What follows belongs to an exercise in optimizing a design on an open flow for small area and a short achievable clock period; a production flow would make more cautious choices. The RTL was checked by simulation tests, not by an equivalence proof against the original design. Power and IR drop assume default switching activity.

== maple ==
Design mk_mac, start of the top module:
module mk_mac(CLK,
	      RST_N,
	      put_inp_A_a,
	      EN_put_inp_A,
	      RDY_put_inp_A,
	      put_inp_B_b,
	      EN_put_inp_B,
	      RDY_put_inp_B,
	      put_inp_C_c,
	      EN_put_inp_C,
	      RDY_put_inp_C,
	      put_inp_sel_sel,
	      EN_put_inp_sel,
	      RDY_put_inp_sel,
	      get_mac_op,
	      RDY_get_mac_op);
For scale: ~2200 cells after synthesis, ~24000 um^2 of cells after synthesis.
==> flow/config.mk <==
export PLATFORM = sky130hd
export DESIGN_NAME = mk_mac
export DESIGN_NICKNAME = mk_mac
export VERILOG_FILES = /design/flow/design.v
export SDC_FILE = /design/flow/constraint.sdc
export NUM_CORES = 8
export LEC_CHECK = 0
export ABC_AREA = 0
export CAP_MARGIN = 0
export CORE_MARGIN = 2
export CORE_UTILIZATION = 65
export CTS_CLUSTER_DIAMETER = 100
export CTS_CLUSTER_SIZE = 30
export PLACE_DENSITY = 0.75
export SLEW_MARGIN = 0
==> flow/constraint.sdc <==
create_clock -name core_clock -period 9.0 [get_ports {CLK}]
set_input_delay 1.8000 -clock core_clock [delete_from_list [all_inputs] [get_ports {CLK}]]
set_output_delay 1.8000 -clock core_clock [all_outputs]
set_load 0.01 [all_outputs]
standard.sh (not shown) runs the stock make flow with config.mk's settings and CLKGATE_MAP_FILE= SYNTH_SCRIPT=/design/flow/synth_recipe.tcl, a recipe that flattens the netlist after the stock synthesis.
==> flow/flow/run.sh <==
#!/bin/bash
# Layout flow: the standard synthesis; then the combinational logic of its
# netlist is re-mapped by ABC with every flip-flop instance (name, cell type,
# connections) kept as it is, and the result is checked equivalent to the
# standard netlist (if the check fails, the standard netlist is used); then
# the standard layout steps, with faster port buffers and a tighter
# timing-repair target.  Each tool writes its own log here.
set -e
W=$(pwd)
bash standard.sh synth > synth.log 2>&1

RES=$(dirname "$(find "$W/orfs/results" -name 1_2_yosys.v | head -1)")
LOGD=$(dirname "$(find "$W/orfs/logs" -name 1_2_yosys.log | head -1)")
OBJ=$(dirname "$(find "$W/orfs/objects" -name abc.constr | head -1)")
LIB="$FLOW_HOME/platforms/$FLOW_PLATFORM/lib/sky130_fd_sc_hd__tt_025C_1v80.lib"
YOSYS=$(command -v yosys || echo "$FLOW_HOME/../tools/install/yosys/bin/yosys")
DU=$(grep -o -- '-dont_use [A-Za-z0-9_]*' "$LOGD/1_2_yosys.log" | sort -u | tr '\n' ' ')
KEEP="=sky130_fd_sc_hd__dfxtp_1 =sky130_fd_sc_hd__edfxtp_1 =sky130_fd_sc_hd__conb_1"
cp "$RES/1_2_yosys.v" "$W/std_netlist.v"

sed -e "s#@LIB@#$LIB#g" -e "s#@KEEP@#$KEEP#g" -e "s#@IN@#$W/std_netlist.v#g" \
    -e "s#@SCRIPT@#$W/flow/resyn.abc#g" -e "s#@DU@#$DU#g" -e "s#@CONSTR@#$OBJ/abc.constr#g" \
    -e "s#@OUT@#$W/resyn_netlist.v#g" flow/resyn.ys.in > resyn.ys
sed -e "s#@LIB@#$LIB#g" -e "s#@GOLD@#$W/std_netlist.v#g" -e "s#@GATE@#$W/resyn_netlist.v#g" \
    flow/equiv.ys.in > equiv.ys

if "$YOSYS" -l resyn.log resyn.ys > /dev/null 2>&1 &&
   "$YOSYS" -l equiv.log equiv.ys > /dev/null 2>&1 &&
   grep -q "Equivalence successfully proven" equiv.log; then
  cp "$W/resyn_netlist.v" "$RES/1_2_yosys.v"
  bash standard.sh synth > synth2.log 2>&1
else
  echo "re-mapping not used" > resyn_skipped.txt
fi

bash standard.sh "BUFFER_PORTS_ARGS=-buffer_cell sky130_fd_sc_hd__buf_2" SETUP_SLACK_MARGIN=6.2 finish > layout.log 2>&1
==> flow/flow/resyn.ys.in <==
# Re-map the combinational logic of the standard synthesis netlist, keeping
# every flip-flop instance (name, cell type and connections) as it is.
read_liberty -wb -ignore_miss_func @LIB@
setattr -mod -set keep_hierarchy 1 @KEEP@
read_verilog @IN@
hierarchy -top mk_mac
flatten -wb
opt -purge
abc -script @SCRIPT@ -liberty @LIB@ @DU@ -constr @CONSTR@ -D 9.0
opt_clean -purge
hilomap -singleton -hicell sky130_fd_sc_hd__conb_1 HI -locell sky130_fd_sc_hd__conb_1 LO
insbuf -buf sky130_fd_sc_hd__buf_4 A X
splitnets
opt_clean -purge
stat -liberty @LIB@
write_verilog -noattr -noexpr -nohex -nodec @OUT@
Other scripts of this flow, unchanged in this note and not shown: flow/flow/equiv.ys.in, flow/flow/resyn.abc
maple reached the end of the flow, and the finished layout is clean on the timing, DRC and antenna checks.
Modified inputs, amber compared to maple
# maple
export LEC_CHECK = 0
export ABC_AREA = 0
export CAP_MARGIN = 0
export CORE_MARGIN = 2
export CORE_UTILIZATION = 65
export CTS_CLUSTER_DIAMETER = 100
export CTS_CLUSTER_SIZE = 30
export PLACE_DENSITY = 0.75
export SLEW_MARGIN = 0
create_clock -name core_clock -period 9.0 [get_ports {CLK}]
# amber
export LEC_CHECK = 0
export ABC_AREA = 1
export CAP_MARGIN = 0
export CORE_MARGIN = 2
export CORE_UTILIZATION = 65
export CTS_CLUSTER_DIAMETER = 100
export CTS_CLUSTER_SIZE = 30
export PLACE_DENSITY = 0.75
export SLEW_MARGIN = 0
create_clock -name core_clock -period 9.0 [get_ports {CLK}]
diff --git a/flow/flow/run.sh b/flow/flow/run.sh
--- a/flow/flow/run.sh
+++ b/flow/flow/run.sh
@@ -9,2 +9,3 @@
 W=$(pwd)
+ABC_D=9.0          # delay target (ps) for the gate sizing in ABC
 bash standard.sh synth > synth.log 2>&1
@@ -22,3 +23,3 @@
     -e "s#@SCRIPT@#$W/flow/resyn.abc#g" -e "s#@DU@#$DU#g" -e "s#@CONSTR@#$OBJ/abc.constr#g" \
-    -e "s#@OUT@#$W/resyn_netlist.v#g" flow/resyn.ys.in > resyn.ys
+    -e "s#@D@#$ABC_D#g" -e "s#@OUT@#$W/resyn_netlist.v#g" flow/resyn.ys.in > resyn.ys
 sed -e "s#@LIB@#$LIB#g" -e "s#@GOLD@#$W/std_netlist.v#g" -e "s#@GATE@#$W/resyn_netlist.v#g" \
diff --git a/flow/flow/resyn.ys.in b/flow/flow/resyn.ys.in
--- a/flow/flow/resyn.ys.in
+++ b/flow/flow/resyn.ys.in
@@ -8,3 +8,3 @@
 opt -purge
-abc -script @SCRIPT@ -liberty @LIB@ @DU@ -constr @CONSTR@ -D 9.0
+abc -script @SCRIPT@ -liberty @LIB@ @DU@ -constr @CONSTR@ -D @D@
 opt_clean -purge
Notes after the runs:
amber finished end to end and its layout was clean on timing, DRC and antenna. Diff maple -> amber: share of power burned in combinational logic now larger; aggregate routed wire length now larger; via count of the first global-routing pass now larger. In amber, the area after synthesis came out about 0.9% above the value in maple. The lower clock period minus worst slack came out of maple. For maple, the cell with the largest stage delay on the worst path was sky130_fd_sc_hd__dfxtp_2, unlike amber, where it was sky130_fd_sc_hd__edfxtp_1. Core area came out higher on amber than on maple. Per the comparison of amber with maple, worst hold slack saw a decrease; global-route track usage on met1 saw an increase. maple → amber: via count saw an increase, cell count saw an increase.

========
## job 4516
Another version of the RTL of mk_mac (not shown whole).
Size in the first run: roughly 2200 cells after synthesis, roughly 650 flip-flops.
==> flow/config.mk <==
export PLATFORM = sky130hd
export DESIGN_NAME = mk_mac
export DESIGN_NICKNAME = mk_mac
export VERILOG_FILES = /design/flow/design.v
export SDC_FILE = /design/flow/constraint.sdc
export NUM_CORES = 8
export LEC_CHECK = 0
export ABC_AREA = 0
export CAP_MARGIN = 20
export CORE_MARGIN = 2
export CORE_UTILIZATION = 65
export CTS_CLUSTER_DIAMETER = 100
export CTS_CLUSTER_SIZE = 30
export PLACE_DENSITY = 0.75
export SLEW_MARGIN = 20
==> flow/constraint.sdc <==
create_clock -name core_clock -period 9.0 [get_ports {CLK}]
set_input_delay 1.8000 -clock core_clock [delete_from_list [all_inputs] [get_ports {CLK}]]
set_output_delay 1.8000 -clock core_clock [all_outputs]
set_load 0.01 [all_outputs]
==> flow/flow/run.sh <==
#!/bin/bash
# Standard synthesis, then the standard layout steps with faster port
# buffers and a tighter timing-repair target.
set -e
bash standard.sh synth > synth.log 2>&1
bash standard.sh "BUFFER_PORTS_ARGS=-buffer_cell sky130_fd_sc_hd__buf_2" SETUP_SLACK_MARGIN=6.1 finish > layout.log 2>&1
> inputs changed (job 4516 -> job 5143)
- changing ABC_AREA from 0 to 1
==> flow/flow/run.sh <==
#!/bin/bash
# Standard synthesis, then the standard layout steps with faster port
# buffers and a tighter timing-repair target.
set -e
bash standard.sh synth > synth.log 2>&1
bash standard.sh "BUFFER_PORTS_ARGS=-buffer_cell sky130_fd_sc_hd__buf_2" SETUP_SLACK_MARGIN=6.15 finish > layout.log 2>&1
Taking job 4516 as the reference, in job 5143 post-placement setup slack saw an increase, area enclosed by the die boundary went up by 0.0014 mm2.
Job 5143 vs. job 4516: final period utilization went down by 1.7 points.
The pin count of the biggest net entering global routing number comes out higher for job 5143 vs job 4516.
Between job 4516 and job 5143, the worst slack on hold paths figures differ only marginally.
From job 4516 to job 5143 the numbers moved as follows: combinational fraction of design power went up by 1.2 points, number of nets in the layout went up by 659.
--- input diff job 5143..job 7639 ---
- CORE_UTILIZATION changed from 65 to 50
- PLACE_DENSITY changed from 0.75 to 0.6
==> flow/flow/run.sh <==
#!/bin/bash
# Standard synthesis, then the standard layout steps with faster port
# buffers and a tighter timing-repair target.
set -e
bash standard.sh synth > synth.log 2>&1
bash standard.sh "BUFFER_PORTS_ARGS=-buffer_cell sky130_fd_sc_hd__buf_2" SETUP_SLACK_MARGIN=6 finish > layout.log 2>&1
## What came out
- Job 5143 and job 7639 all finish clean.
- [job 7639 vs job 5143] share of total power in the clock network: higher in job 7639
- In job 7639, the clock group power came out about 10% above the value in job 5143.
- Going from job 5143 to job 7639, met2 wirelength from detailed routing shrank by a few percent.
Relative to job 7639, the following input files were edited for job 9860:
- CORE_UTILIZATION now 65, was 50
- PLACE_DENSITY now 0.75, was 0.6
Job 9860 finished end to end and its layout was clean on timing, DRC and antenna.
From job 9860 to job 7639, sequential cell count did not move at all.
As far as final-layout worst hold slack is concerned, job 9860 and job 7639 perform about the same.
Job 7639 → job 9860: final core utilization rose by 16 points, overall via count from detail_route rose by 433.
Met2 routed wirelength, job 7639 and job 9860: higher on job 9860
Minimum period implied by the final worst setup slack in job 9860 vs job 7639: down 0.035 ns
Job 9860 ends up with a largest net degree at the start of global routing that is about 22% higher than in job 7639.
Input-level comparison between job 7147 and job 9860:
- swapping 1 for 0 in ABC_AREA
## What came out
Delta (job 7147 minus job 9860): final worst-path cycle share picked up an extra 1.6 points, worst setup slack lost 0.14 ns, power lost about 0.8%, via count lost 2984.
Compared with job 9860, in job 7147 post-detailed-routing wire length went down by 11%, final design instance area without fill shrank by about 1.6%, critical path depth grew by 8.

port drivers added, routing unchanged:
In the flow no input, the clock included, has a driving cell. The finished layouts below were timed again as built, in two steps. Step 1 sets driving cells, clkbuf_16 on the clock port and buf_2 on the other inputs (assumed; they add their load-dependent delay and slew). Step 2, shift: input delay + t, output delay - t, t = (earliest + latest rising clock arrival at the registers) / 2. This alone moves slack from input paths to output paths. Slacks: no drivers / after step 1 / after step 2; pairs: no drivers / after step 1.
run	t (ns)	setup WS [ns]	worst setup path after step 2	cell pins on the clock port's net
maple	0.629	6.136 / 6.081 / 6.157	input to register	1
amber	0.637	6.099 / 6.083 / 6.099	register to register	1
job 4516	0.643	5.984 / 5.984 / 5.984	register to register	1
job 5143	0.655	6.141 / 6.082 / 6.152	input to register	1
job 7639	0.661	6.082 / 6.064 / 6.082	register to register	1
job 9860	0.657	6.116 / 6.057 / 6.132	register to register	1
job 7147	0.649	5.975 / 5.975 / 5.975	register to register	1
After both steps every run listed still meets setup and hold.
